This design comes from an exercise in tuning for small area and a short achievable clock period on the open sky130 flow, not from production work.
At most, simulation tests tie the RTL to the original design; equivalence was not proved.
Power and IR drop assume default switching activity.

Design multiplier, start of the top module:
module multiplier (
    input clk,
    input rst,
    input start,
    input [31:0] A,
    input [31:0] B,
    input [7:0] Physical_address_in,
    input [31:0] PC_in,
    output [63:0] Product,
    output reg done,
    output reg [7:0] Physical_address_out,
    output reg [31:0] PC_out
);
Size: about 210 I/O pins.
Settings: LEC_CHECK=0, CAP_MARGIN=20, CORE_MARGIN=2, CORE_UTILIZATION=40, SETUP_SLACK_MARGIN=0.5, SLEW_MARGIN=20, SYNTH_HIERARCHICAL=1, SYNTH_MINIMUM_KEEP_SIZE=0; clock period 5.0 ns.
run.sh (not shown) runs the stock make flow with config.mk's settings and CLKGATE_MAP_FILE= SYNTH_SCRIPT=/design/flow/synth_recipe.tcl, a recipe that flattens the netlist after the stock synthesis.
The baseline passed the timing, design-rule and antenna checks.
Next try:
==> flow/flow/run.sh (new file) <==
#!/bin/bash
# Layout flow: the standard ORFS flow (standard.sh) with extra ORFS
# settings read from flow/knobs.txt (one VAR=value per line).
set -euo pipefail
knobs=()
while IFS= read -r line; do
  [[ -z "$line" || "$line" == \#* ]] && continue
  knobs+=("$line")
done < flow/knobs.txt
bash standard.sh "${knobs[@]}" finish > standard.log 2>&1
==> flow/flow/knobs.txt (new file) <==
BUFFER_PORTS_ARGS=-buffer_cell sky130_fd_sc_hd__buf_4
==> flow/standard.sh (new file) <==
#!/bin/bash
# synth_recipe.tcl (not shown) runs the flow's synth.tcl, then flattens the netlist and writes it again
# the make line also repeats each setting of config.mk as NAME=value (left out here)
make -C /OpenROAD-flow-scripts/flow DESIGN_CONFIG=/design/flow/config.mk WORK_HOME=/design/flow/orfs CLKGATE_MAP_FILE= SYNTH_SCRIPT=/design/flow/synth_recipe.tcl "${@:-finish}"
removed: flow/run.sh
Outcome: Cell count decreases by 2.7%; synthesized cell count does not change; cell area decreases by 4.8%; global-route usage decreases by 0.45 points; setup slack gets better by 0.073 ns.
Next try:
==> flow/run.sh (new file) <==
#!/bin/bash
# synth_recipe.tcl (not shown) runs the flow's synth.tcl, then flattens the netlist and writes it again
# the make line also repeats each setting of config.mk as NAME=value (left out here)
make -C /OpenROAD-flow-scripts/flow DESIGN_CONFIG=/design/flow/config.mk WORK_HOME=/design/flow/orfs CLKGATE_MAP_FILE= SYNTH_SCRIPT=/design/flow/synth_recipe.tcl finish
SETUP_SLACK_MARGIN = 1.0   (was 0.5)
removed: flow/flow/run.sh
removed: flow/flow/knobs.txt
removed: flow/standard.sh
Outcome: Combinational power is higher by 14%. Flip-flop and latch count is unchanged. Non-clock buffer count is higher by 298. Die area is unchanged.
Next try:
==> flow/flow/run.sh (new file) <==
#!/bin/bash
# Layout flow: the standard ORFS flow (standard.sh) with extra ORFS
# settings read from flow/knobs.txt (one VAR=value per line).
set -euo pipefail
knobs=()
while IFS= read -r line; do
  [[ -z "$line" || "$line" == \#* ]] && continue
  knobs+=("$line")
done < flow/knobs.txt
bash standard.sh "${knobs[@]}" finish > standard.log 2>&1
==> flow/flow/knobs.txt (new file) <==
BUFFER_PORTS_ARGS=-buffer_cell sky130_fd_sc_hd__buf_4
==> flow/standard.sh (new file) <==
#!/bin/bash
# synth_recipe.tcl (not shown) runs the flow's synth.tcl, then flattens the netlist and writes it again
# the make line also repeats each setting of config.mk as NAME=value (left out here)
make -C /OpenROAD-flow-scripts/flow DESIGN_CONFIG=/design/flow/config.mk WORK_HOME=/design/flow/orfs CLKGATE_MAP_FILE= SYNTH_SCRIPT=/design/flow/synth_recipe.tcl "${@:-finish}"
removed: flow/run.sh
Effect: The changed run completed without violations. Hold slack degrades by 0.31 ns. Global-route usage is lower by 0.69 points. Routed wire length came out lower by about 6.6%. Setup slack loses 0.043 ns. Core utilization decreases by 5.5 points. Power went down by 9.1%. Combinational power went down by about 10%. Non-clock buffer count drops by 252.
No functional check of the RTL was part of any run of this note.


## wip/raven
multiplier, a different RTL version from the one above (not shown whole).
Size: ~210 I/O pins.
Design multiplier, start of the top module:
module multiplier (
    input clk,
    input rst,
    input start,
    input [31:0] A,
    input [31:0] B,
    input [7:0] Physical_address_in,
    input [31:0] PC_in,
    output [63:0] Product,
    output reg done,
    output reg [7:0] Physical_address_out,
    output reg [31:0] PC_out
);
==> flow/config.mk <==
export PLATFORM = sky130hd
export DESIGN_NAME = multiplier
export DESIGN_NICKNAME = multiplier
export VERILOG_FILES = /design/flow/design.v
export SDC_FILE = /design/flow/constraint.sdc
export NUM_CORES = 8
export LEC_CHECK = 0
export CAP_MARGIN = 20
export CORE_MARGIN = 2
export CORE_UTILIZATION = 40
export SETUP_SLACK_MARGIN = 0.6
export SLEW_MARGIN = 20
export SYNTH_HIERARCHICAL = 1
export SYNTH_MINIMUM_KEEP_SIZE = 0
==> flow/constraint.sdc <==
create_clock -name core_clock -period 5.0 [get_ports {clk}]
set_input_delay 1.0000 -clock core_clock [delete_from_list [all_inputs] [get_ports {clk}]]
set_output_delay 1.0000 -clock core_clock [all_outputs]
set_load 0.01 [all_outputs]
standard.sh (not shown) runs the stock make flow with config.mk's settings and CLKGATE_MAP_FILE= SYNTH_SCRIPT=/design/flow/synth_recipe.tcl, a recipe that flattens the netlist after the stock synthesis.
==> flow/flow/run.sh <==
#!/bin/bash
# Layout flow: the standard ORFS flow (standard.sh) with extra ORFS
# settings read from flow/knobs.txt (one VAR=value per line; @FLOW@ stands
# for this flow folder). Its output goes to standard.log.
set -euo pipefail
flowdir="$(pwd)/flow"
knobs=()
while IFS= read -r line; do
  [[ -z "$line" || "$line" == \#* ]] && continue
  knobs+=("${line//@FLOW@/$flowdir}")
done < flow/knobs.txt
bash standard.sh "${knobs[@]}" finish > standard.log 2>&1
==> flow/flow/downsize.tcl <==
# Start the layout from the smallest drive strength of every logic cell that
# synthesis sized up; the flow's timing repair then sizes up what needs it.
set n 0
foreach inst [[ord::get_db_block] getInsts] {
  set m [[$inst getMaster] getName]
  if {![regexp {^(sky130_fd_sc_hd__[a-z0-9]+)_([0-9]+)$} $m -> base size]} { continue }
  if {$size <= 1} { continue }
  if {[string match "*df*" $base] || [string match "*conb*" $base] || [string match "*clk*" $base]} { continue }
  set small [get_lib_cells -quiet ${base}_1]
  if {$small == ""} { continue }
  replace_cell [$inst getName] $small
  incr n
}
puts "downsize: $n cells set to drive strength 1"
==> flow/flow/knobs.txt <==
BUFFER_PORTS_ARGS=-buffer_cell sky130_fd_sc_hd__buf_1
PRE_FLOORPLAN_TCL=@FLOW@/downsize.tcl
Testbench counts of wip/raven, summed over its fixed seeds: latency 24,000, ops 24,000.
Input changes introduced in wip/garnet (baseline for comparison: wip/raven):
--- a/flow/flow/downsize.tcl
+++ b/flow/flow/downsize.tcl
@@ -7,3 +7,3 @@
   if {$size <= 1} { continue }
-  if {[string match "*df*" $base] || [string match "*conb*" $base] || [string match "*clk*" $base]} { continue }
+  if {[string match "*df*" $base] || [string match "*conb*" $base] || [string match "*clk*" $base] || [string match "*maj3*" $base]} { continue }
   set small [get_lib_cells -quiet ${base}_1]
--- a/flow/config.mk
+++ b/flow/config.mk
@@ -10,2 +10,3 @@
 export CORE_UTILIZATION = 40
+export GPL_ROUTABILITY_DRIVEN = 0
 export SETUP_SLACK_MARGIN = 0.6
==> summary.txt <==
For the part of the total power dissipated in sequential elements, wip/garnet came in 0.2 points lower than wip/raven did. Delta (wip/garnet minus wip/raven): number of max-cap violations essentially unchanged; fraction of layout cells with a size suffix above 1 increased 0.85 points; HPWL reported at the end of detailed placement decreased 1.2%; count of instances resized after the clock tree is built decreased 4; aggregate routed wire length increased 870 um.
Inputs modified between wip/garnet and wip/sierra:
--- a/flow/config.mk
+++ b/flow/config.mk
@@ -10,3 +10,3 @@
 export CORE_UTILIZATION = 40
-export GPL_ROUTABILITY_DRIVEN = 0
+export PLACE_DENSITY = 0.7
 export SETUP_SLACK_MARGIN = 0.6
Findings:
wip/sierra closes out successfully: all stages finished, all timing, DRC and antenna checks passed. wip/garnet -> wip/sierra: sequential share of layout area flat. Of wip/sierra and wip/garnet, the higher non-clock buffer total of the final layout belongs to wip/sierra. wip/sierra -> wip/garnet: final core area utilization flat. Looking at clock period minus final worst setup slack across both flows, wip/sierra is the stronger of the two, with wip/garnet trailing. On highest attainable clock frequency, wip/sierra does better than wip/garnet. Delta (wip/sierra minus wip/garnet): leakage power stayed essentially flat; overall power fell by 1.6%; count of instances resized after the clock tree is built fell by 5; critical path depth fell by 2.
[inputs] wip/tundra vs wip/sierra
--- a/flow/config.mk
+++ b/flow/config.mk
@@ -10,3 +10,3 @@
 export CORE_UTILIZATION = 40
-export PLACE_DENSITY = 0.7
+export PLACE_DENSITY = 0.8
 export SETUP_SLACK_MARGIN = 0.6
==> summary.txt <==
Of wip/tundra and wip/sierra, it is wip/tundra that has the lower post-DP HPWL.
Sequential share of layout area: wip/sierra vs wip/tundra — no meaningful difference
Measured against each other, wip/tundra and wip/sierra differ in initial antenna violation count, the lower figure coming from wip/tundra.
B[23] as the worst setup path startpoint was reported by wip/sierra, and B[9] by wip/tundra.
~same cell area in wip/tundra and wip/sierra
Compared with wip/sierra, wip/tundra shows a number of buffer and inverter stages on the critical path that is 1 higher.
The final total power on wip/sierra is in line with that on wip/tundra.


run 1:
multiplier, a different RTL version from the one above (not shown whole).
Size: about 2800 cells after synthesis, about 210 I/O pins.
// multiplier
module multiplier (
    input clk,
    input rst,
    input start,
    input [31:0] A,
    input [31:0] B,
    input [7:0] Physical_address_in,
    input [31:0] PC_in,
    output [63:0] Product,
    output reg done,
    output reg [7:0] Physical_address_out,
    output reg [31:0] PC_out
);
==> flow/config.mk <==
export PLATFORM = sky130hd
export DESIGN_NAME = multiplier
export DESIGN_NICKNAME = multiplier
export VERILOG_FILES = /design/flow/design.v
export SDC_FILE = /design/flow/constraint.sdc
export NUM_CORES = 8
export LEC_CHECK = 0
export CAP_MARGIN = 20
export CORE_MARGIN = 2
export CORE_UTILIZATION = 40
export PLACE_DENSITY = 0.7
export SETUP_SLACK_MARGIN = 0.6
export SLEW_MARGIN = 20
export SYNTH_HIERARCHICAL = 1
export SYNTH_MINIMUM_KEEP_SIZE = 0
==> flow/constraint.sdc <==
create_clock -name core_clock -period 5.0 [get_ports {clk}]
set_input_delay 1.0000 -clock core_clock [delete_from_list [all_inputs] [get_ports {clk}]]
set_output_delay 1.0000 -clock core_clock [all_outputs]
set_load 0.01 [all_outputs]
==> flow/flow/downsize.tcl <==
# Start the layout from the smallest drive strength of every logic cell that
# synthesis sized up; the flow's timing repair then sizes up what needs it.
set n 0
foreach inst [[ord::get_db_block] getInsts] {
  set m [[$inst getMaster] getName]
  if {![regexp {^(sky130_fd_sc_hd__[a-z0-9]+)_([0-9]+)$} $m -> base size]} { continue }
  if {$size <= 1} { continue }
  if {[string match "*df*" $base] || [string match "*conb*" $base] || [string match "*clk*" $base] || [string match "*maj3*" $base]} { continue }
  set small [get_lib_cells -quiet ${base}_1]
  if {$small == ""} { continue }
  replace_cell [$inst getName] $small
  incr n
}
puts "downsize: $n cells set to drive strength 1"
Scripts as last shown in full above: flow/flow/run.sh, flow/flow/knobs.txt
Testbench counts of run 1, summed over its fixed seeds: latency 24,000, ops 24,000.
[inputs] run 2 vs run 1
-- flow/config.mk --
<<< run 1, line 10
export CORE_UTILIZATION = 40
>>> run 2, line 10
export CORE_UTILIZATION = 45
<<< run 1, line 12
export SETUP_SLACK_MARGIN = 0.6
>>> run 2, line 12
export SETUP_SLACK_MARGIN = 0.75
## What came out
- Run 2 | stages: all done | timing, DRC, antenna: all pass
- | global-route wire length before repair | run 1 vs run 2 | ≈ equal |
- In terms of final-layout clock-cell area share, run 2 and run 1 differ only marginally.
- Run 1 and run 2 ended up with nearly the same sequential portion of the cell area.
- Diff run 1 -> run 2 | non-clock buffer count | up by a few percent
- In the flow results for run 1 and run 2, the time the final worst path needs with I/O delays and setup is smaller on run 2.
- Across both runs, global-route usage over all layers was higher for run 2 than for run 1.
- [compare] base=run 1 new=run 2: part of the total power dissipated in the clock network lower, maximum frequency went up by 2.9%, final cell count now smaller.
- Note that the die outline area recorded for run 2 amounts to 0.890 times the value seen in run 1.
Input-level comparison between run 3 and run 2:
-- flow/config.mk --
<<< run 2, line 10
export CORE_UTILIZATION = 45
>>> run 3, line 10
export CORE_UTILIZATION = 40
<<< run 2, line 12
export SETUP_SLACK_MARGIN = 0.75
>>> run 3, line 12
export SETUP_SLACK_MARGIN = 0.9
## What came out
The lower transition time of the tightest slew-check pin of run 3 and run 2 is in run 2.
Summary: with run 2 as the reference, post-CTS resize count in run 3 moved up by more than 100%.
Taking run 2 as the reference, in run 3 routed wire length shrank by about 0.9%; final area grew by about 2.5%.
### run 3 -> run 4
-- flow/flow/knobs.txt --
<<< run 3, line 3
>>> run 4, line 3
SETUP_MOVE_SEQUENCE=unbuffer,sizeup,swap
-- flow/config.mk --
<<< run 3, line 12
export SETUP_SLACK_MARGIN = 0.9
>>> run 4, line 12
export SETUP_SLACK_MARGIN = 0.75
Notes after the runs:
| wire length of the first global-routing pass | run 3 vs run 4 | ≈ equal |. Per the comparison of run 4 with run 3, sequential share of layout area went up 0.22 points, via count went down 0.48%, relative contribution of the clock network to total power went up 0.6 points.

[what the ideal ports hide]
The flow's constraints put no driver on any port. The routed layouts listed below were extracted and timed again, unchanged, in two steps. Step 1 (the two cells are an assumption about what drives the block):
set clk [get_ports {clk}]
set_driving_cell -lib_cell sky130_fd_sc_hd__clkbuf_16 $clk
set_driving_cell -lib_cell sky130_fd_sc_hd__buf_2 [delete_from_list [all_inputs] $clk]
Step 2 adds t to the input delays and takes it off the output delays; t is the mean of the earliest and latest rising clock arrival at the registers after step 1. Input paths then give back, and output paths get back, about the clock's delay inside the block. a / b / c = ideal ports / drivers / drivers and shift; a / b = the first two.
| run | t, ns | setup slack, ns | clock arrival spread, ns | worst register clock-pin slew, ns |
|---|---|---|---|---|
| the first run of note 1 | 0.516 | 0.579 / 0.518 / 0.142 | 0.016 / 0.016 | 0.08 / 0.08 |
| the second run of note 1 | 0.512 | 0.652 / 0.670 / 0.158 | 0.016 / 0.016 | 0.08 / 0.08 |
| the third run of note 1 | 0.499 | 1.021 / 0.967 / 0.545 | 0.016 / 0.016 | 0.08 / 0.08 |
| the fourth run of note 1 | 0.518 | 0.979 / 1.010 / 0.492 | 0.015 / 0.016 | 0.08 / 0.08 |
| wip/raven | 0.509 | 0.662 / 0.660 / 0.174 | 0.020 / 0.020 | 0.09 / 0.09 |
| wip/garnet | 0.493 | 0.631 / 0.635 / 0.141 | 0.024 / 0.023 | 0.09 / 0.09 |
| wip/sierra | 0.509 | 0.665 / 0.685 / 0.176 | 0.020 / 0.020 | 0.08 / 0.08 |
| wip/tundra | 0.500 | 0.650 / 0.639 / 0.139 | 0.024 / 0.024 | 0.09 / 0.09 |
| run 1 | 0.550 | 0.784 / 0.730 / 0.295 | 0.020 / 0.020 | 0.09 / 0.09 |
| run 2 | 0.570 | 0.901 / 0.837 / 0.315 | 0.028 / 0.028 | 0.09 / 0.09 |
| run 3 | 0.560 | 0.849 / 0.787 / 0.319 | 0.026 / 0.027 | 0.09 / 0.09 |
| run 4 | 0.572 | 0.784 / 0.720 / 0.326 | 0.025 / 0.025 | 0.10 / 0.10 |
After both steps every run listed still meets setup and hold. The setup slack of run 2, which loses most, moves by -0.064 ns with the drivers and by -0.586 ns with both steps.
